This is an optimization exercise on Yosys and OpenROAD, whose aim is small area, not a production implementation. Where RTL was checked, it was by simulation tests only, not by an equivalence proof against the original. The clock input has no modelled driver; a real chip could not lean on it and would need a root buffer or a full tree.

==> v4: inputs <==
==> flow/design.v (excerpt) <==
module sqrt_u32 (
    input  wire        clk,
    input  wire        rst_n,
    input  wire        valid_in,
    input  wire [31:0] data_i,
    output wire        valid_out,
    output wire [15:0] data_o
);
    reg [1:0] v;
    always @(posedge clk or negedge rst_n)
        if (!rst_n) v <= 2'd0;
        else v <= {v[0], valid_in};
    assign valid_out = v[1];
    wire [31:0] x0_d, x0;
    wire [1:0] r1_d, r1;
    wire [0:0] q1_d, q1;
    wire [29:0] x1_d, x1;
    wire [2:0] r2_d, r2;
    wire [1:0] q2_d, q2;
    wire [27:0] x2_d, x2;
    wire [3:0] r3_d, r3;
    wire [2:0] q3_d, q3;
    wire [25:0] x3_d, x3;
    wire [4:0] r4_d, r4;
    wire [3:0] q4_d, q4;
    wire [23:0] x4_d, x4;
    wire [5:0] r5_d, r5;
    wire [4:0] q5_d, q5;
    wire [21:0] x5_d, x5;
    wire [6:0] r6_d, r6;
    wire [5:0] q6_d, q6;
    wire [19:0] x6_d, x6;
    wire [7:0] r7_d, r7;
    wire [6:0] q7_d, q7;
    wire [17:0] x7_d, x7;
    wire [8:0] r8_d, r8;
    wire [7:0] q8_d, q8;
    wire [15:0] x8_d, x8;
    wire [9:0] r9_d, r9;
    wire [8:0] q9_d, q9;
    wire [13:0] x9_d, x9;
    wire [10:0] r10_d, r10;
    wire [9:0] q10_d, q10;
    wire [11:0] x10_d, x10;
    wire [11:0] r11_d, r11;
    wire [10:0] q11_d, q11;
    wire [9:0] x11_d, x11;
    wire [12:0] r12_d, r12;
    wire [11:0] q12_d, q12;
    wire [7:0] x12_d, x12;
    wire [13:0] r13_d, r13;
    wire [12:0] q13_d, q13;
    wire [5:0] x13_d, x13;
    wire [14:0] r14_d, r14;
    wire [13:0] q14_d, q14;
    wire [3:0] x14_d, x14;
    wire [14:0] q15_d, q15;
    wire [1:0] x15_d, x15;
    wire [15:0] q16_d, q16;
    assign x0_d = data_i;
    assign x0 = x0_d;
    assign r1 = r1_d;
    assign q1 = q1_d;
    assign x1 = x1_d;
    assign r2 = r2_d;
  ...
==> flow/config.mk <==
export PLATFORM = sky130hd
export DESIGN_NAME = sqrt_u32
export DESIGN_NICKNAME = sqrt_u32
export VERILOG_FILES = /design/flow/design.v
export SDC_FILE = /design/flow/constraint.sdc
export NUM_CORES = 4
export LEC_CHECK = 0
export ABC_AREA = 1
export CAP_MARGIN = 20
export CORE_MARGIN = 2
export CORE_UTILIZATION = 70
export PLACE_DENSITY = 0.8
export SLEW_MARGIN = 20
==> flow/constraint.sdc <==
create_clock -name core_clock -period 9.0 [get_ports {clk}]
set_input_delay 1.8000 -clock core_clock [delete_from_list [all_inputs] [get_ports {clk}]]
set_output_delay 1.8000 -clock core_clock [all_outputs]
set_load 0.01 [all_outputs]
standard.sh (not shown) runs the stock make flow with config.mk's settings and CLKGATE_MAP_FILE= SYNTH_SCRIPT=/design/flow/synth_recipe.tcl, a recipe that flattens the netlist after the stock synthesis.
==> flow/flow/run.sh <==
#!/bin/bash
# Standard layout (standard.sh), except that synthesis skips Yosys's full-adder extraction
# (ADDER_MAP_FILE empty), so ABC maps the carry chains itself.
export BUFFER_PORTS_ARGS="-buffer_cell sky130_fd_sc_hd__buf_1"
set -euo pipefail
export ADDER_MAP_FILE=
bash standard.sh > standard.log 2>&1
==> v28 (differences from v4) <==
--- a/flow/design.v
+++ b/flow/design.v
@@ -3,17 +3,17 @@
     input  wire        rst_n,
     input  wire        valid_in,
     input  wire [31:0] data_i,
     output wire        valid_out,
     output wire [15:0] data_o
 );
-    reg [1:0] v;
+    reg [2:0] v;
     always @(posedge clk or negedge rst_n)
-        if (!rst_n) v <= 2'd0;
-        else v <= {v[0], valid_in};
-    assign valid_out = v[1];
+        if (!rst_n) v <= 3'd0;
+        else v <= {v[1:0], valid_in};
+    assign valid_out = v[2];
     wire [31:0] x0_d, x0;
     wire [1:0] r1_d, r1;
     wire [0:0] q1_d, q1;
     wire [29:0] x1_d, x1;
     wire [2:0] r2_d, r2;
     wire [1:0] q2_d, q2;
@@ -94,35 +94,39 @@
     assign r9 = r9_d;
     assign q9 = q9_d;
     assign x9 = x9_d;
     assign r10 = r10_d;
     assign q10 = q10_d;
     assign x10 = x10_d;
-    assign r11 = r11_d;
-    assign q11 = q11_d;
-    assign x11 = x11_d;
+    reg  [11:0] r11_q;
+    reg  [10:0] q11_q;
+    reg  [9:0] x11_q;
+    always @(posedge clk) begin
+        r11_q <= r11_d;
+        q11_q <= q11_d;
+        x11_q <= x11_d;
+    end
+    assign r11 = r11_q;
+    assign q11 = q11_q;
+    assign x11 = x11_q;
     assign r12 = r12_d;
     assign q12 = q12_d;
     assign x12 = x12_d;
-    reg  [13:0] r13_q;
-    reg  [12:0] q13_q;
-    reg  [5:0] x13_q;
-    always @(posedge clk) begin
-        r13_q <= r13_d;
-        q13_q <= q13_d;
-        x13_q <= x13_d;
-    end
-    assign r13 = r13_q;
-    assign q13 = q13_q;
-    assign x13 = x13_q;
+    assign r13 = r13_d;
+    assign q13 = q13_d;
+    assign x13 = x13_d;
     assign r14 = r14_d;
     assign q14 = q14_d;
     assign x14 = x14_d;
     assign q15 = q15_d;
     assign x15 = x15_d;
-    assign q16 = q16_d;
+    reg  [15:0] q16_q;
+    always @(posedge clk) begin
+        q16_q <= q16_d;
+    end
+    assign q16 = q16_q;
     wire [1:0] t0 = x0[31:30];
     wire [2:0] d0 = {1'b0, t0} - 3'd1;
     wire ge0 = ~d0[2];
     assign r1_d = ge0 ? d0[1:0] : t0[1:0];
     assign x1_d = x0[29:0];
     assign q1_d = ge0;
==> flow/flow/run.sh (replaced) <==
#!/bin/bash
# Standard layout (standard.sh) with its own logic mapping:
# - synthesis skips Yosys's full-adder extraction (ADDER_MAP_FILE empty), so ABC maps the
#   carry chains itself;
# - ABC runs flow/area.abc instead of ORFS's script. Everything else in synthesis (registers,
#   flattening, renaming) is the standard synthesis script, patched only at the abc call.
# - input and output ports get the smallest buffer (buf_1).
export BUFFER_PORTS_ARGS="-buffer_cell sky130_fd_sc_hd__buf_1"
# - clock tree without dummy loads.
export CTS_ARGS="-sink_clustering_enable -repair_clock_nets -buf_list sky130_fd_sc_hd__clkbuf_8 -dont_use_dummy_load"
set -euo pipefail
here=$(pwd)
sed 's|^\(\s*\)log_cmd abc {\*}$abc_args|\1log_cmd abc {*}[lreplace $abc_args 1 1 $::env(MY_ABC_SCRIPT)]|' \
  "$FLOW_HOME/scripts/synth.tcl" > "$here/synth_abc.tcl"
grep -q 'MY_ABC_SCRIPT' "$here/synth_abc.tcl"
sed "s|\$::env(SCRIPTS_DIR)/synth.tcl|$here/synth_abc.tcl|" synth_recipe.tcl > "$here/synth_recipe_abc.tcl"
grep -q synth_abc.tcl "$here/synth_recipe_abc.tcl"
sed "s|SYNTH_SCRIPT=[^ ]*|SYNTH_SCRIPT=$here/synth_recipe_abc.tcl|" standard.sh > "$here/standard_abc.sh"
export ADDER_MAP_FILE=
export MY_ABC_SCRIPT="$here/flow/area.abc"
bash "$here/standard_abc.sh" > standard.log 2>&1
==> flow/flow/area.abc (new file) <==
strash
dch
map -B 0.9
topo
stime -c
buffer -c
dnsize -c
Settings changed: CORE_UTILIZATION 70 to 55, CTS_BUF_LIST from default to sky130_fd_sc_hd__clkbuf_8, GPL_TIMING_DRIVEN from default to 0, PLACE_DENSITY 0.8 to 0.65, SETUP_SLACK_MARGIN from default to -0.4.
==> v27 (differences from v4) <==
--- a/flow/design.v
+++ b/flow/design.v
@@ -3,17 +3,17 @@
     input  wire        rst_n,
     input  wire        valid_in,
     input  wire [31:0] data_i,
     output wire        valid_out,
     output wire [15:0] data_o
 );
-    reg [1:0] v;
+    reg [2:0] v;
     always @(posedge clk or negedge rst_n)
-        if (!rst_n) v <= 2'd0;
-        else v <= {v[0], valid_in};
-    assign valid_out = v[1];
+        if (!rst_n) v <= 3'd0;
+        else v <= {v[1:0], valid_in};
+    assign valid_out = v[2];
     wire [31:0] x0_d, x0;
     wire [1:0] r1_d, r1;
     wire [0:0] q1_d, q1;
     wire [29:0] x1_d, x1;
     wire [2:0] r2_d, r2;
     wire [1:0] q2_d, q2;
@@ -97,32 +97,36 @@
     assign r10 = r10_d;
     assign q10 = q10_d;
     assign x10 = x10_d;
     assign r11 = r11_d;
     assign q11 = q11_d;
     assign x11 = x11_d;
-    assign r12 = r12_d;
-    assign q12 = q12_d;
-    assign x12 = x12_d;
-    reg  [13:0] r13_q;
-    reg  [12:0] q13_q;
-    reg  [5:0] x13_q;
+    reg  [12:0] r12_q;
+    reg  [11:0] q12_q;
+    reg  [7:0] x12_q;
     always @(posedge clk) begin
-        r13_q <= r13_d;
-        q13_q <= q13_d;
-        x13_q <= x13_d;
+        r12_q <= r12_d;
+        q12_q <= q12_d;
+        x12_q <= x12_d;
     end
-    assign r13 = r13_q;
-    assign q13 = q13_q;
-    assign x13 = x13_q;
+    assign r12 = r12_q;
+    assign q12 = q12_q;
+    assign x12 = x12_q;
+    assign r13 = r13_d;
+    assign q13 = q13_d;
+    assign x13 = x13_d;
     assign r14 = r14_d;
     assign q14 = q14_d;
     assign x14 = x14_d;
     assign q15 = q15_d;
     assign x15 = x15_d;
-    assign q16 = q16_d;
+    reg  [15:0] q16_q;
+    always @(posedge clk) begin
+        q16_q <= q16_d;
+    end
+    assign q16 = q16_q;
     wire [1:0] t0 = x0[31:30];
     wire [2:0] d0 = {1'b0, t0} - 3'd1;
     wire ge0 = ~d0[2];
     assign r1_d = ge0 ? d0[1:0] : t0[1:0];
     assign x1_d = x0[29:0];
     assign q1_d = ge0;
==> flow/flow/run.sh (replaced) <==
#!/bin/bash
# Standard layout (standard.sh) with its own logic mapping:
# - synthesis skips Yosys's full-adder extraction (ADDER_MAP_FILE empty), so ABC maps the
#   carry chains itself;
# - ABC runs flow/area.abc instead of ORFS's script. Everything else in synthesis (registers,
#   flattening, renaming) is the standard synthesis script, patched only at the abc call.
export BUFFER_PORTS_ARGS="-buffer_cell sky130_fd_sc_hd__buf_1"
set -euo pipefail
here=$(pwd)
sed 's|^\(\s*\)log_cmd abc {\*}$abc_args|\1log_cmd abc {*}[lreplace $abc_args 1 1 $::env(MY_ABC_SCRIPT)]|' \
  "$FLOW_HOME/scripts/synth.tcl" > "$here/synth_abc.tcl"
grep -q 'MY_ABC_SCRIPT' "$here/synth_abc.tcl"
sed "s|\$::env(SCRIPTS_DIR)/synth.tcl|$here/synth_abc.tcl|" synth_recipe.tcl > "$here/synth_recipe_abc.tcl"
grep -q synth_abc.tcl "$here/synth_recipe_abc.tcl"
sed "s|SYNTH_SCRIPT=[^ ]*|SYNTH_SCRIPT=$here/synth_recipe_abc.tcl|" standard.sh > "$here/standard_abc.sh"
export ADDER_MAP_FILE=
export MY_ABC_SCRIPT="$here/flow/area.abc"
bash "$here/standard_abc.sh" > standard.log 2>&1
==> flow/flow/area.abc (new file) <==
strash
dc2
dch -f
map -a
topo
stime -c
buffer -c
upsize -c
dnsize -c
==> flow_metrics.tcl <==
set metrics [dict create \
    setup_viol 3 \
    startpoint "x7_q[17]" \
    status "failed layout checks" \
    reg2regPathDepth 107 \
    setup_ws_ns -0.0413 \
    violations "negative setup slack" \
    period_share_pct 100 \
    whs_ns 0.326 \
]
Source of the figures above: v4

==> flow_metrics.tcl <==
set metrics [dict create \
    status "failed layout checks" \
    setup_viol 14 \
    reg2regPathDepth 95 \
    whs_ns 0.334 \
    setup_ws_ns -0.606 \
    violations "negative setup slack" \
]
Source of the figures above: v27

==> flow_metrics.tcl <==
set metrics [dict create \
    status "timing/DRC/antenna clean" \
    setup_ws_ns 0.587 \
    cap_violations 0 \
    setup_viol 0 \
    startpoint "q11_q[0]" \
    period_share_pct 93.5 \
    core_mm2 0.0120 \
    reg2regPathDepth 99 \
    whs_ns 0.311 \
    num_rows 40 \
]
Source of the figures above: v28

Function not checked in v27: the RTL went through the layout flow alone.


==> 01-03 <==
sqrt_u32, a different RTL version from the one above (not shown whole).
==> flow/config.mk <==
export PLATFORM = sky130hd
export DESIGN_NAME = sqrt_u32
export DESIGN_NICKNAME = sqrt_u32
export VERILOG_FILES = /design/flow/design.v
export SDC_FILE = /design/flow/constraint.sdc
export NUM_CORES = 4
export LEC_CHECK = 0
export ABC_AREA = 1
export CAP_MARGIN = 20
export CORE_MARGIN = 2
export CORE_UTILIZATION = 55
export CTS_BUF_LIST = sky130_fd_sc_hd__clkbuf_8
export GPL_TIMING_DRIVEN = 0
export PLACE_DENSITY = 0.65
export SETUP_SLACK_MARGIN = -0.55
export SLEW_MARGIN = 20
==> flow/constraint.sdc <==
create_clock -name core_clock -period 9.0 [get_ports {clk}]
set_input_delay 1.8000 -clock core_clock [delete_from_list [all_inputs] [get_ports {clk}]]
set_output_delay 1.8000 -clock core_clock [all_outputs]
set_load 0.01 [all_outputs]
==> flow/flow/run.sh <==
#!/bin/bash
# Standard layout (standard.sh) with its own logic mapping:
# - synthesis keeps the pipeline-stage modules apart until after ABC (SYNTH_HIERARCHICAL=1)
#   and maps each with its own ABC script (flow/*.abc), so a stage with timing to spare is
#   mapped for area and one without is mapped for speed; the standard flow's synthesis script then
#   flattens the design as usual (no pass-through buffers: SYNTH_INSBUF=0). The registers all
#   sit in the top module, as in the RTL.
# - Yosys's full-adder extraction is skipped (ADDER_MAP_FILE empty), so ABC maps the carry
#   chains itself.
# - input and output ports get the smallest buffer (buf_1).
export BUFFER_PORTS_ARGS="-buffer_cell sky130_fd_sc_hd__buf_1"
# - clock tree without dummy loads.
export CTS_ARGS="-sink_clustering_enable -repair_clock_nets -buf_list sky130_fd_sc_hd__clkbuf_8 -dont_use_dummy_load"
# - after clock tree synthesis, registers of nearby clock-tree leaf buffers are moved onto one
#   buffer until 6 leaf buffers remain (flow/merge_clk.tcl, ORFS's POST_CTS_TCL hook).
set -euo pipefail
here=$(pwd)
sed 's|^\(\s*\)log_cmd abc {\*}$abc_args|\1source $::env(MY_ABC_TCL)|' \
  "$FLOW_HOME/scripts/synth.tcl" > "$here/synth_abc.tcl"
grep -q 'MY_ABC_TCL' "$here/synth_abc.tcl"
sed "s|\$::env(SCRIPTS_DIR)/synth.tcl|$here/synth_abc.tcl|" synth_recipe.tcl > "$here/synth_recipe_abc.tcl"
grep -q synth_abc.tcl "$here/synth_recipe_abc.tcl"
sed "s|SYNTH_SCRIPT=[^ ]*|SYNTH_SCRIPT=$here/synth_recipe_abc.tcl|" standard.sh > "$here/standard_abc.sh"
export POST_CTS_TCL="$here/flow/merge_clk.tcl"
export ADDER_MAP_FILE=
export SYNTH_HIERARCHICAL=1
export SYNTH_INSBUF=0
export MY_ABC_TCL="$here/flow/abc_per_module.tcl"
export MY_ABC_MOD=" sqrt_seg0 $here/flow/t6.abc sqrt_seg1 $here/flow/u3.abc sqrt_seg2 $here/flow/s11.abc"
bash "$here/standard_abc.sh" > standard.log 2>&1
==> flow/flow/abc_per_module.tcl <==
# Sourced by synth_abc.tcl in place of ORFS's single abc call: each pipeline-stage module gets
# its own ABC script (MY_ABC_MOD is "module script ..."), then the top module (registers only)
# gets ORFS's script.
foreach {mod scr} $::env(MY_ABC_MOD) {
  log_cmd abc {*}[lreplace $abc_args 1 1 $scr] $mod
}
log_cmd abc {*}$abc_args $::env(DESIGN_NAME)
==> flow/flow/merge_clk.tcl <==
# Merge clock-tree leaf buffers: CTS builds an H-tree whose leaves drive at most 15 registers
# each; this moves the registers of nearby leaves onto one buffer until at most
# MERGE_CLK_LEAVES leaves remain, and deletes the emptied buffers.
proc merge_clk_leaves { target } {
  set block [ord::get_db_block]
  set leaves {}
  foreach inst [$block getInsts] {
    set m [[$inst getMaster] getName]
    if { ![string match "sky130_fd_sc_hd__clkbuf_*" $m] } { continue }
    set out [$inst findITerm X]
    set net [$out getNet]
    if { $net == "NULL" } { continue }
    set drives_ff 0
    foreach it [$net getITerms] {
      if { [[$it getMTerm] getName] eq "CLK" } { set drives_ff 1 }
    }
    if { $drives_ff } { lappend leaves $inst }
  }
  puts "merge_clk: [llength $leaves] leaf buffers"
  while { [llength $leaves] > $target } {
    set best {}
    set bestd 1e30
    for { set i 0 } { $i < [llength $leaves] } { incr i } {
      for { set j [expr {$i + 1}] } { $j < [llength $leaves] } { incr j } {
        set a [lindex $leaves $i]; set b [lindex $leaves $j]
        set pa [$a getLocation]; set pb [$b getLocation]
        set d [expr {abs([lindex $pa 0] - [lindex $pb 0]) + abs([lindex $pa 1] - [lindex $pb 1])}]
        if { $d < $bestd } { set bestd $d; set best [list $i $j] }
      }
    }
    set a [lindex $leaves [lindex $best 0]]
    set b [lindex $leaves [lindex $best 1]]
    set anet [[$a findITerm X] getNet]
    set bnet [[$b findITerm X] getNet]
    foreach it [$bnet getITerms] {
      if { [$it getInst] == $b } { continue }
      $it disconnect
      $it connect $anet
    }
    foreach it [$b getITerms] { if { [$it getNet] != "NULL" } { $it disconnect } }
    odb::dbInst_destroy $b
    if { [llength [$bnet getITerms]] == 0 && [llength [$bnet getBTerms]] == 0 } { odb::dbNet_destroy $bnet }
    set leaves [lreplace $leaves [lindex $best 1] [lindex $best 1]]
  }
  puts "merge_clk: [llength $leaves] leaf buffers left"
}
merge_clk_leaves 6
==> flow/flow/s11.abc <==
strash
dc2
dch -f
map -a
topo
stime -c
buffer -c
upsize -c
dnsize -c
==> flow/flow/t6.abc <==
strash
dc2
dch
map -B 0.9
topo
stime -c
buffer -c
dnsize -c
==> flow/flow/u3.abc <==
strash
dc2
dch -f
map -B 0.9
topo
stime -c
buffer -c
dnsize -c
==> 09-08 (differences from 01-03) <==
--- a/flow/design.v
+++ b/flow/design.v
@@ -59,15 +59,15 @@
     assign d1[1] = t1[1] ^ n1[1] ^ c1[1];
     assign c1[2] = (t1[1] & n1[1]) | (t1[1] & c1[1]) | (n1[1] & c1[1]);
     assign d1[2] = t1[2] ^ n1[2] ^ c1[2];
     assign c1[3] = (t1[2] & n1[2]) | (t1[2] & c1[2]) | (n1[2] & c1[2]);
     assign d1[3] = t1[3] ^ n1[3] ^ c1[3];
     assign c1[4] = (t1[3] & n1[3]) | (t1[3] & c1[3]) | (n1[3] & c1[3]);
     wire ge1 = c1[4];
-    wire [2:0] r2 = t1[2:0] ^ ({3{ge1}} & (n1[2:0] ^ c1[2:0]));
+    wire [2:0] r2 = ge1 ? d1[2:0] : t1[2:0];
     wire [27:0] x2 = x1[27:0];
     wire [1:0] q2 = {q1, ge1};
     wire [4:0] t2 = {r2, x2[27:26]};
     wire [4:0] n2 = {1'b1, ~q2, 2'b10};
     wire [5:0] c2;
     wire [4:0] d2;
     assign c2[0] = 1'b1;
@@ -78,15 +78,15 @@
     assign d2[2] = t2[2] ^ n2[2] ^ c2[2];
     assign c2[3] = (t2[2] & n2[2]) | (t2[2] & c2[2]) | (n2[2] & c2[2]);
     assign d2[3] = t2[3] ^ n2[3] ^ c2[3];
     assign c2[4] = (t2[3] & n2[3]) | (t2[3] & c2[3]) | (n2[3] & c2[3]);
     assign d2[4] = t2[4] ^ n2[4] ^ c2[4];
     assign c2[5] = (t2[4] & n2[4]) | (t2[4] & c2[4]) | (n2[4] & c2[4]);
     wire ge2 = c2[5];
-    wire [3:0] r3 = t2[3:0] ^ ({4{ge2}} & (n2[3:0] ^ c2[3:0]));
+    wire [3:0] r3 = ge2 ? d2[3:0] : t2[3:0];
     wire [25:0] x3 = x2[25:0];
     wire [2:0] q3 = {q2, ge2};
     wire [5:0] t3 = {r3, x3[25:24]};
     wire [5:0] n3 = {1'b1, ~q3, 2'b10};
     wire [6:0] c3;
     wire [5:0] d3;
     assign c3[0] = 1'b1;
@@ -99,15 +99,15 @@
     assign d3[3] = t3[3] ^ n3[3] ^ c3[3];
     assign c3[4] = (t3[3] & n3[3]) | (t3[3] & c3[3]) | (n3[3] & c3[3]);
     assign d3[4] = t3[4] ^ n3[4] ^ c3[4];
     assign c3[5] = (t3[4] & n3[4]) | (t3[4] & c3[4]) | (n3[4] & c3[4]);
     assign d3[5] = t3[5] ^ n3[5] ^ c3[5];
     assign c3[6] = (t3[5] & n3[5]) | (t3[5] & c3[5]) | (n3[5] & c3[5]);
     wire ge3 = c3[6];
-    wire [4:0] r4 = t3[4:0] ^ ({5{ge3}} & (n3[4:0] ^ c3[4:0]));
+    wire [4:0] r4 = ge3 ? d3[4:0] : t3[4:0];
     wire [23:0] x4 = x3[23:0];
     wire [3:0] q4 = {q3, ge3};
     wire [6:0] t4 = {r4, x4[23:22]};
     wire [6:0] n4 = {1'b1, ~q4, 2'b10};
     wire [7:0] c4;
     wire [6:0] d4;
     assign c4[0] = 1'b1;
@@ -122,15 +122,15 @@
     assign d4[4] = t4[4] ^ n4[4] ^ c4[4];
     assign c4[5] = (t4[4] & n4[4]) | (t4[4] & c4[4]) | (n4[4] & c4[4]);
     assign d4[5] = t4[5] ^ n4[5] ^ c4[5];
     assign c4[6] = (t4[5] & n4[5]) | (t4[5] & c4[5]) | (n4[5] & c4[5]);
     assign d4[6] = t4[6] ^ n4[6] ^ c4[6];
     assign c4[7] = (t4[6] & n4[6]) | (t4[6] & c4[6]) | (n4[6] & c4[6]);
     wire ge4 = c4[7];
-    wire [5:0] r5 = t4[5:0] ^ ({6{ge4}} & (n4[5:0] ^ c4[5:0]));
+    wire [5:0] r5 = ge4 ? d4[5:0] : t4[5:0];
     wire [21:0] x5 = x4[21:0];
     wire [4:0] q5 = {q4, ge4};
     wire [7:0] t5 = {r5, x5[21:20]};
     wire [7:0] n5 = {1'b1, ~q5, 2'b10};
     wire [8:0] c5;
     wire [7:0] d5;
     assign c5[0] = 1'b1;
@@ -234,15 +234,15 @@
     assign d8[8] = t8[8] ^ n8[8] ^ c8[8];
     assign c8[9] = (t8[8] & n8[8]) | (t8[8] & c8[8]) | (n8[8] & c8[8]);
     assign d8[9] = t8[9] ^ n8[9] ^ c8[9];
     assign c8[10] = (t8[9] & n8[9]) | (t8[9] & c8[9]) | (n8[9] & c8[9]);
     assign d8[10] = t8[10] ^ n8[10] ^ c8[10];
     assign c8[11] = (t8[10] & n8[10]) | (t8[10] & c8[10]) | (n8[10] & c8[10]);
     wire ge8 = c8[11];
-    assign r9 = ge8 ? d8[9:0] : t8[9:0];
+    assign r9 = t8[9:0] ^ ({10{ge8}} & (n8[9:0] ^ c8[9:0]));
     assign x9 = x8[13:0];
     assign q9 = {q8, ge8};
 endmodule
 module sqrt_seg1 (
     input  wire [9:0] r9,
     input  wire [8:0] q9,
     input  wire [13:0] x9,
@@ -276,15 +276,15 @@
     assign d9[9] = t9[9] ^ n9[9] ^ c9[9];
     assign c9[10] = (t9[9] & n9[9]) | (t9[9] & c9[9]) | (n9[9] & c9[9]);
     assign d9[10] = t9[10] ^ n9[10] ^ c9[10];
     assign c9[11] = (t9[10] & n9[10]) | (t9[10] & c9[10]) | (n9[10] & c9[10]);
     assign d9[11] = t9[11] ^ n9[11] ^ c9[11];
     assign c9[12] = (t9[11] & n9[11]) | (t9[11] & c9[11]) | (n9[11] & c9[11]);
     wire ge9 = c9[12];
-    wire [10:0] r10 = ge9 ? d9[10:0] : t9[10:0];
+    wire [10:0] r10 = t9[10:0] ^ ({11{ge9}} & (n9[10:0] ^ c9[10:0]));
     wire [11:0] x10 = x9[11:0];
     wire [9:0] q10 = {q9, ge9};
     wire [12:0] t10 = {r10, x10[11:10]};
     wire [12:0] n10 = {1'b1, ~q10, 2'b10};
     wire [13:0] c10;
     wire [12:0] d10;
     assign c10[0] = 1'b1;
==> flow/flow/run.sh (replaced) <==
#!/bin/bash
# Standard layout (standard.sh) with its own logic mapping:
# - synthesis skips Yosys's full-adder extraction (ADDER_MAP_FILE empty), so ABC maps the
#   carry chains itself;
# - ABC runs flow/area.abc instead of ORFS's script. Everything else in synthesis (registers,
#   flattening, renaming) is the standard synthesis script, patched only at the abc call.
# - input and output ports get the smallest buffer (buf_1).
export BUFFER_PORTS_ARGS="-buffer_cell sky130_fd_sc_hd__buf_1"
# - clock tree without dummy loads.
export CTS_ARGS="-sink_clustering_enable -repair_clock_nets -buf_list sky130_fd_sc_hd__clkbuf_8 -dont_use_dummy_load"
set -euo pipefail
here=$(pwd)
sed 's|^\(\s*\)log_cmd abc {\*}$abc_args|\1log_cmd abc {*}[lreplace $abc_args 1 1 $::env(MY_ABC_SCRIPT)]|' \
  "$FLOW_HOME/scripts/synth.tcl" > "$here/synth_abc.tcl"
grep -q 'MY_ABC_SCRIPT' "$here/synth_abc.tcl"
sed "s|\$::env(SCRIPTS_DIR)/synth.tcl|$here/synth_abc.tcl|" synth_recipe.tcl > "$here/synth_recipe_abc.tcl"
grep -q synth_abc.tcl "$here/synth_recipe_abc.tcl"
sed "s|SYNTH_SCRIPT=[^ ]*|SYNTH_SCRIPT=$here/synth_recipe_abc.tcl|" standard.sh > "$here/standard_abc.sh"
export ADDER_MAP_FILE=
export MY_ABC_SCRIPT="$here/flow/area.abc"
bash "$here/standard_abc.sh" > standard.log 2>&1
==> flow/flow/area.abc (new file) <==
strash
dch
map -B 0.9
topo
stime -c
buffer -c
dnsize -c
--- a/flow/config.mk
+++ b/flow/config.mk
@@ -8,9 +8,9 @@
 export ABC_AREA = 1
 export CAP_MARGIN = 20
 export CORE_MARGIN = 2
 export CORE_UTILIZATION = 55
 export CTS_BUF_LIST = sky130_fd_sc_hd__clkbuf_8
 export GPL_TIMING_DRIVEN = 0
 export PLACE_DENSITY = 0.65
-export SETUP_SLACK_MARGIN = -0.55
+export SETUP_SLACK_MARGIN = -0.5
 export SLEW_MARGIN = 20
removed: flow/flow/abc_per_module.tcl
removed: flow/flow/merge_clk.tcl
removed: flow/flow/s11.abc
removed: flow/flow/t6.abc
removed: flow/flow/u3.abc
==> 10-09 (differences from 01-03) <==
--- a/flow/flow/run.sh
+++ b/flow/flow/run.sh
@@ -7,24 +7,21 @@
 #   sit in the top module, as in the RTL.
 # - Yosys's full-adder extraction is skipped (ADDER_MAP_FILE empty), so ABC maps the carry
 #   chains itself.
 # - input and output ports get the smallest buffer (buf_1).
 export BUFFER_PORTS_ARGS="-buffer_cell sky130_fd_sc_hd__buf_1"
 # - clock tree without dummy loads.
 export CTS_ARGS="-sink_clustering_enable -repair_clock_nets -buf_list sky130_fd_sc_hd__clkbuf_8 -dont_use_dummy_load"
-# - after clock tree synthesis, registers of nearby clock-tree leaf buffers are moved onto one
-#   buffer until 6 leaf buffers remain (flow/merge_clk.tcl, ORFS's POST_CTS_TCL hook).
 set -euo pipefail
 here=$(pwd)
 sed 's|^\(\s*\)log_cmd abc {\*}$abc_args|\1source $::env(MY_ABC_TCL)|' \
   "$FLOW_HOME/scripts/synth.tcl" > "$here/synth_abc.tcl"
 grep -q 'MY_ABC_TCL' "$here/synth_abc.tcl"
 sed "s|\$::env(SCRIPTS_DIR)/synth.tcl|$here/synth_abc.tcl|" synth_recipe.tcl > "$here/synth_recipe_abc.tcl"
 grep -q synth_abc.tcl "$here/synth_recipe_abc.tcl"
 sed "s|SYNTH_SCRIPT=[^ ]*|SYNTH_SCRIPT=$here/synth_recipe_abc.tcl|" standard.sh > "$here/standard_abc.sh"
-export POST_CTS_TCL="$here/flow/merge_clk.tcl"
 export ADDER_MAP_FILE=
 export SYNTH_HIERARCHICAL=1
 export SYNTH_INSBUF=0
 export MY_ABC_TCL="$here/flow/abc_per_module.tcl"
-export MY_ABC_MOD=" sqrt_seg0 $here/flow/t6.abc sqrt_seg1 $here/flow/u3.abc sqrt_seg2 $here/flow/s11.abc"
+export MY_ABC_MOD=" sqrt_seg0 $here/flow/u3.abc sqrt_seg1 $here/flow/u3.abc sqrt_seg2 $here/flow/s2.abc"
 bash "$here/standard_abc.sh" > standard.log 2>&1
==> flow/flow/s2.abc (new file) <==
strash
dch
map -a
topo
stime -c
buffer -c
upsize -c
dnsize -c
--- a/flow/config.mk
+++ b/flow/config.mk
@@ -8,9 +8,9 @@
 export ABC_AREA = 1
 export CAP_MARGIN = 20
 export CORE_MARGIN = 2
 export CORE_UTILIZATION = 55
 export CTS_BUF_LIST = sky130_fd_sc_hd__clkbuf_8
 export GPL_TIMING_DRIVEN = 0
 export PLACE_DENSITY = 0.65
-export SETUP_SLACK_MARGIN = -0.55
+export SETUP_SLACK_MARGIN = -0.5
 export SLEW_MARGIN = 20
removed: flow/flow/merge_clk.tcl
removed: flow/flow/s11.abc
removed: flow/flow/t6.abc
==> 02-15 (differences from 01-03) <==
--- a/flow/design.v
+++ b/flow/design.v
@@ -59,15 +59,15 @@
     assign d1[1] = t1[1] ^ n1[1] ^ c1[1];
     assign c1[2] = (t1[1] & n1[1]) | (t1[1] & c1[1]) | (n1[1] & c1[1]);
     assign d1[2] = t1[2] ^ n1[2] ^ c1[2];
     assign c1[3] = (t1[2] & n1[2]) | (t1[2] & c1[2]) | (n1[2] & c1[2]);
     assign d1[3] = t1[3] ^ n1[3] ^ c1[3];
     assign c1[4] = (t1[3] & n1[3]) | (t1[3] & c1[3]) | (n1[3] & c1[3]);
     wire ge1 = c1[4];
-    wire [2:0] r2 = t1[2:0] ^ ({3{ge1}} & (n1[2:0] ^ c1[2:0]));
+    wire [2:0] r2 = ge1 ? d1[2:0] : t1[2:0];
     wire [27:0] x2 = x1[27:0];
     wire [1:0] q2 = {q1, ge1};
     wire [4:0] t2 = {r2, x2[27:26]};
     wire [4:0] n2 = {1'b1, ~q2, 2'b10};
     wire [5:0] c2;
     wire [4:0] d2;
     assign c2[0] = 1'b1;
@@ -78,15 +78,15 @@
     assign d2[2] = t2[2] ^ n2[2] ^ c2[2];
     assign c2[3] = (t2[2] & n2[2]) | (t2[2] & c2[2]) | (n2[2] & c2[2]);
     assign d2[3] = t2[3] ^ n2[3] ^ c2[3];
     assign c2[4] = (t2[3] & n2[3]) | (t2[3] & c2[3]) | (n2[3] & c2[3]);
     assign d2[4] = t2[4] ^ n2[4] ^ c2[4];
     assign c2[5] = (t2[4] & n2[4]) | (t2[4] & c2[4]) | (n2[4] & c2[4]);
     wire ge2 = c2[5];
-    wire [3:0] r3 = t2[3:0] ^ ({4{ge2}} & (n2[3:0] ^ c2[3:0]));
+    wire [3:0] r3 = ge2 ? d2[3:0] : t2[3:0];
     wire [25:0] x3 = x2[25:0];
     wire [2:0] q3 = {q2, ge2};
     wire [5:0] t3 = {r3, x3[25:24]};
     wire [5:0] n3 = {1'b1, ~q3, 2'b10};
     wire [6:0] c3;
     wire [5:0] d3;
     assign c3[0] = 1'b1;
@@ -99,15 +99,15 @@
     assign d3[3] = t3[3] ^ n3[3] ^ c3[3];
     assign c3[4] = (t3[3] & n3[3]) | (t3[3] & c3[3]) | (n3[3] & c3[3]);
     assign d3[4] = t3[4] ^ n3[4] ^ c3[4];
     assign c3[5] = (t3[4] & n3[4]) | (t3[4] & c3[4]) | (n3[4] & c3[4]);
     assign d3[5] = t3[5] ^ n3[5] ^ c3[5];
     assign c3[6] = (t3[5] & n3[5]) | (t3[5] & c3[5]) | (n3[5] & c3[5]);
     wire ge3 = c3[6];
-    wire [4:0] r4 = t3[4:0] ^ ({5{ge3}} & (n3[4:0] ^ c3[4:0]));
+    wire [4:0] r4 = ge3 ? d3[4:0] : t3[4:0];
     wire [23:0] x4 = x3[23:0];
     wire [3:0] q4 = {q3, ge3};
     wire [6:0] t4 = {r4, x4[23:22]};
     wire [6:0] n4 = {1'b1, ~q4, 2'b10};
     wire [7:0] c4;
     wire [6:0] d4;
     assign c4[0] = 1'b1;
@@ -122,15 +122,15 @@
     assign d4[4] = t4[4] ^ n4[4] ^ c4[4];
     assign c4[5] = (t4[4] & n4[4]) | (t4[4] & c4[4]) | (n4[4] & c4[4]);
     assign d4[5] = t4[5] ^ n4[5] ^ c4[5];
     assign c4[6] = (t4[5] & n4[5]) | (t4[5] & c4[5]) | (n4[5] & c4[5]);
     assign d4[6] = t4[6] ^ n4[6] ^ c4[6];
     assign c4[7] = (t4[6] & n4[6]) | (t4[6] & c4[6]) | (n4[6] & c4[6]);
     wire ge4 = c4[7];
-    wire [5:0] r5 = t4[5:0] ^ ({6{ge4}} & (n4[5:0] ^ c4[5:0]));
+    wire [5:0] r5 = ge4 ? d4[5:0] : t4[5:0];
     wire [21:0] x5 = x4[21:0];
     wire [4:0] q5 = {q4, ge4};
     wire [7:0] t5 = {r5, x5[21:20]};
     wire [7:0] n5 = {1'b1, ~q5, 2'b10};
     wire [8:0] c5;
     wire [7:0] d5;
     assign c5[0] = 1'b1;
@@ -147,15 +147,15 @@
     assign d5[5] = t5[5] ^ n5[5] ^ c5[5];
     assign c5[6] = (t5[5] & n5[5]) | (t5[5] & c5[5]) | (n5[5] & c5[5]);
     assign d5[6] = t5[6] ^ n5[6] ^ c5[6];
     assign c5[7] = (t5[6] & n5[6]) | (t5[6] & c5[6]) | (n5[6] & c5[6]);
     assign d5[7] = t5[7] ^ n5[7] ^ c5[7];
     assign c5[8] = (t5[7] & n5[7]) | (t5[7] & c5[7]) | (n5[7] & c5[7]);
     wire ge5 = c5[8];
-    wire [6:0] r6 = t5[6:0] ^ ({7{ge5}} & (n5[6:0] ^ c5[6:0]));
+    wire [6:0] r6 = ge5 ? d5[6:0] : t5[6:0];
     wire [19:0] x6 = x5[19:0];
     wire [5:0] q6 = {q5, ge5};
     wire [8:0] t6 = {r6, x6[19:18]};
     wire [8:0] n6 = {1'b1, ~q6, 2'b10};
     wire [9:0] c6;
     wire [8:0] d6;
     assign c6[0] = 1'b1;
@@ -174,15 +174,15 @@
     assign d6[6] = t6[6] ^ n6[6] ^ c6[6];
     assign c6[7] = (t6[6] & n6[6]) | (t6[6] & c6[6]) | (n6[6] & c6[6]);
     assign d6[7] = t6[7] ^ n6[7] ^ c6[7];
     assign c6[8] = (t6[7] & n6[7]) | (t6[7] & c6[7]) | (n6[7] & c6[7]);
     assign d6[8] = t6[8] ^ n6[8] ^ c6[8];
     assign c6[9] = (t6[8] & n6[8]) | (t6[8] & c6[8]) | (n6[8] & c6[8]);
     wire ge6 = c6[9];
-    wire [7:0] r7 = t6[7:0] ^ ({8{ge6}} & (n6[7:0] ^ c6[7:0]));
+    wire [7:0] r7 = ge6 ? d6[7:0] : t6[7:0];
     wire [17:0] x7 = x6[17:0];
     wire [6:0] q7 = {q6, ge6};
     wire [9:0] t7 = {r7, x7[17:16]};
     wire [9:0] n7 = {1'b1, ~q7, 2'b10};
     wire [10:0] c7;
     wire [9:0] d7;
     assign c7[0] = 1'b1;
@@ -203,15 +203,15 @@
     assign d7[7] = t7[7] ^ n7[7] ^ c7[7];
     assign c7[8] = (t7[7] & n7[7]) | (t7[7] & c7[7]) | (n7[7] & c7[7]);
     assign d7[8] = t7[8] ^ n7[8] ^ c7[8];
     assign c7[9] = (t7[8] & n7[8]) | (t7[8] & c7[8]) | (n7[8] & c7[8]);
     assign d7[9] = t7[9] ^ n7[9] ^ c7[9];
     assign c7[10] = (t7[9] & n7[9]) | (t7[9] & c7[9]) | (n7[9] & c7[9]);
     wire ge7 = c7[10];
-    wire [8:0] r8 = t7[8:0] ^ ({9{ge7}} & (n7[8:0] ^ c7[8:0]));
+    wire [8:0] r8 = ge7 ? d7[8:0] : t7[8:0];
     wire [15:0] x8 = x7[15:0];
     wire [7:0] q8 = {q7, ge7};
     wire [10:0] t8 = {r8, x8[15:14]};
     wire [10:0] n8 = {1'b1, ~q8, 2'b10};
     wire [11:0] c8;
     wire [10:0] d8;
     assign c8[0] = 1'b1;
--- a/flow/flow/run.sh
+++ b/flow/flow/run.sh
@@ -8,15 +8,17 @@
 # - Yosys's full-adder extraction is skipped (ADDER_MAP_FILE empty), so ABC maps the carry
 #   chains itself.
 # - input and output ports get the smallest buffer (buf_1).
 export BUFFER_PORTS_ARGS="-buffer_cell sky130_fd_sc_hd__buf_1"
 # - clock tree without dummy loads.
 export CTS_ARGS="-sink_clustering_enable -repair_clock_nets -buf_list sky130_fd_sc_hd__clkbuf_8 -dont_use_dummy_load"
 # - after clock tree synthesis, registers of nearby clock-tree leaf buffers are moved onto one
-#   buffer until 6 leaf buffers remain (flow/merge_clk.tcl, ORFS's POST_CTS_TCL hook).
+#   buffer until 5 leaf buffers remain (flow/merge_clk.tcl, ORFS's POST_CTS_TCL hook).
+# - timing repair uses only these moves: sizeup,swap,buffer.
+export SETUP_MOVE_SEQUENCE="sizeup,swap,buffer"
 set -euo pipefail
 here=$(pwd)
 sed 's|^\(\s*\)log_cmd abc {\*}$abc_args|\1source $::env(MY_ABC_TCL)|' \
   "$FLOW_HOME/scripts/synth.tcl" > "$here/synth_abc.tcl"
 grep -q 'MY_ABC_TCL' "$here/synth_abc.tcl"
 sed "s|\$::env(SCRIPTS_DIR)/synth.tcl|$here/synth_abc.tcl|" synth_recipe.tcl > "$here/synth_recipe_abc.tcl"
 grep -q synth_abc.tcl "$here/synth_recipe_abc.tcl"
--- a/flow/flow/merge_clk.tcl
+++ b/flow/flow/merge_clk.tcl
@@ -40,8 +40,8 @@
     foreach it [$b getITerms] { if { [$it getNet] != "NULL" } { $it disconnect } }
     odb::dbInst_destroy $b
     if { [llength [$bnet getITerms]] == 0 && [llength [$bnet getBTerms]] == 0 } { odb::dbNet_destroy $bnet }
     set leaves [lreplace $leaves [lindex $best 1] [lindex $best 1]]
   }
   puts "merge_clk: [llength $leaves] leaf buffers left"
 }
-merge_clk_leaves 6
+merge_clk_leaves 5
==> results.txt <==
- 02-15 ran to the end with no violations. 01-03 finished clean. 09-08 completed and failed the layout checks on negative setup slack. 10-09 completed, yet does not pass: negative setup slack.
- Against 02-15, the setup slack of 09-08 is lower by 3200 ps.
- Utilization: 01-03 is higher than 02-15 (0.60 points).
- The lowest non-clock buffer count belongs to 02-15, the highest to 09-08.
- Die area: 09-08 < 10-09 < 01-03 < 02-15.
- Against 01-03, the count of clock-buffer cells in the layout of 09-08 is higher by 2.
==> figures <==
metric                                                                                 01-03                     10-09       02-15                     09-08
Hold_ws                                                                               307 ps                    331 ps      330 ps                    326 ps
Number of buffers added by the clock tree synthesis step                                   -                         9           -                         9
Core ar.                                                                          10,700 µm²                10,700 µm²  10,900 µm²                10,400 µm²
Arrival time of data at the critical path endpoint                                   8950 ps                   7230 ps     8850 ps                 12,090 ps
Global routing usage on met2                                                           46.8%                     46.6%       45.4%                     52.8%
Worst flop-to-flop path startpoint                                                   q9_q[0]                   q9_q[1]     q9_q[1]                   q9_q[1]
Total of fill cells in the finished design                                             1,144                     1,082       1,142                       670
CLK BUF                                                                                    7                         9           6                         9
Setup slack of the critical path after layout                                         299 ps                  -32.6 ps      392 ps                  -2850 ps
Clock input transition at the sequential cells of the worst setup and hold paths       90 ps                     80 ps      100 ps                     60 ps
Met3 capacity usage during global routing                                              3.07%                     3.86%       2.74%                     5.30%
Resized Gates After CTS                                                                    -                         7           -                       138
Drt via density                                                                         5.03                      5.10        4.95                      5.95
Run status                                                          timing/DRC/antenna clean  finished with violations  timing/DRC/antenna clean  finished with violations
Reasons for failing layout checks                                                          -      negative setup slack           -      negative setup slack
Function not checked in 09-08: the RTL went through the layout flow alone.

## port drivers added, routing unchanged
The flow's constraints put no driver on any port. The routed layouts listed below were extracted and timed again, unchanged, in two steps.
Step 1 (the two cells are an assumption about what drives the block):
set clk [get_ports {clk}]
set_driving_cell -lib_cell sky130_fd_sc_hd__clkbuf_16 $clk
set_driving_cell -lib_cell sky130_fd_sc_hd__buf_2 [delete_from_list [all_inputs] $clk]
Step 2 adds t to the input delays and takes it off the output delays; t is the mean of the earliest and latest rising clock arrival at the registers after step 1. Input paths then give back, and output paths get back, about the clock's delay inside the block.
a / b / c = ideal / step 1 / step 2; a / b = the first two.
run	shift t [ns]	setup slack, ns	worst hold slack (ns)	worst data-port slew with drivers (ns)	pins driven straight from the clock port
v4	0.401	-0.041 / -0.041 / -0.041	0.326 / 0.326 / 0.326	0.04	1
v28	0.401	0.587 / 0.587 / 0.241	0.311 / 0.311 / 0.311	0.03	1
v27	0.418	-0.606 / -0.606 / -0.606	0.334 / 0.334 / 0.334	0.05	1
01-03	0.358	0.299 / 0.306 / -0.052	0.307 / 0.307 / 0.307	0.04	1
09-08	0.398	-2.852 / -2.850 / -3.248	0.326 / 0.326 / 0.326	0.05	1
10-09	0.370	-0.033 / -0.068 / -0.067	0.331 / 0.331 / 0.331	0.04	1
02-15	0.350	0.392 / 0.403 / 0.053	0.330 / 0.330 / 0.330	0.05	1
With both steps, setup timing fails in 01-03, where it was met with ideal ports. The setup slack of 09-08, which loses most, moves by +0.002 ns with the drivers and by -0.396 ns with both steps.
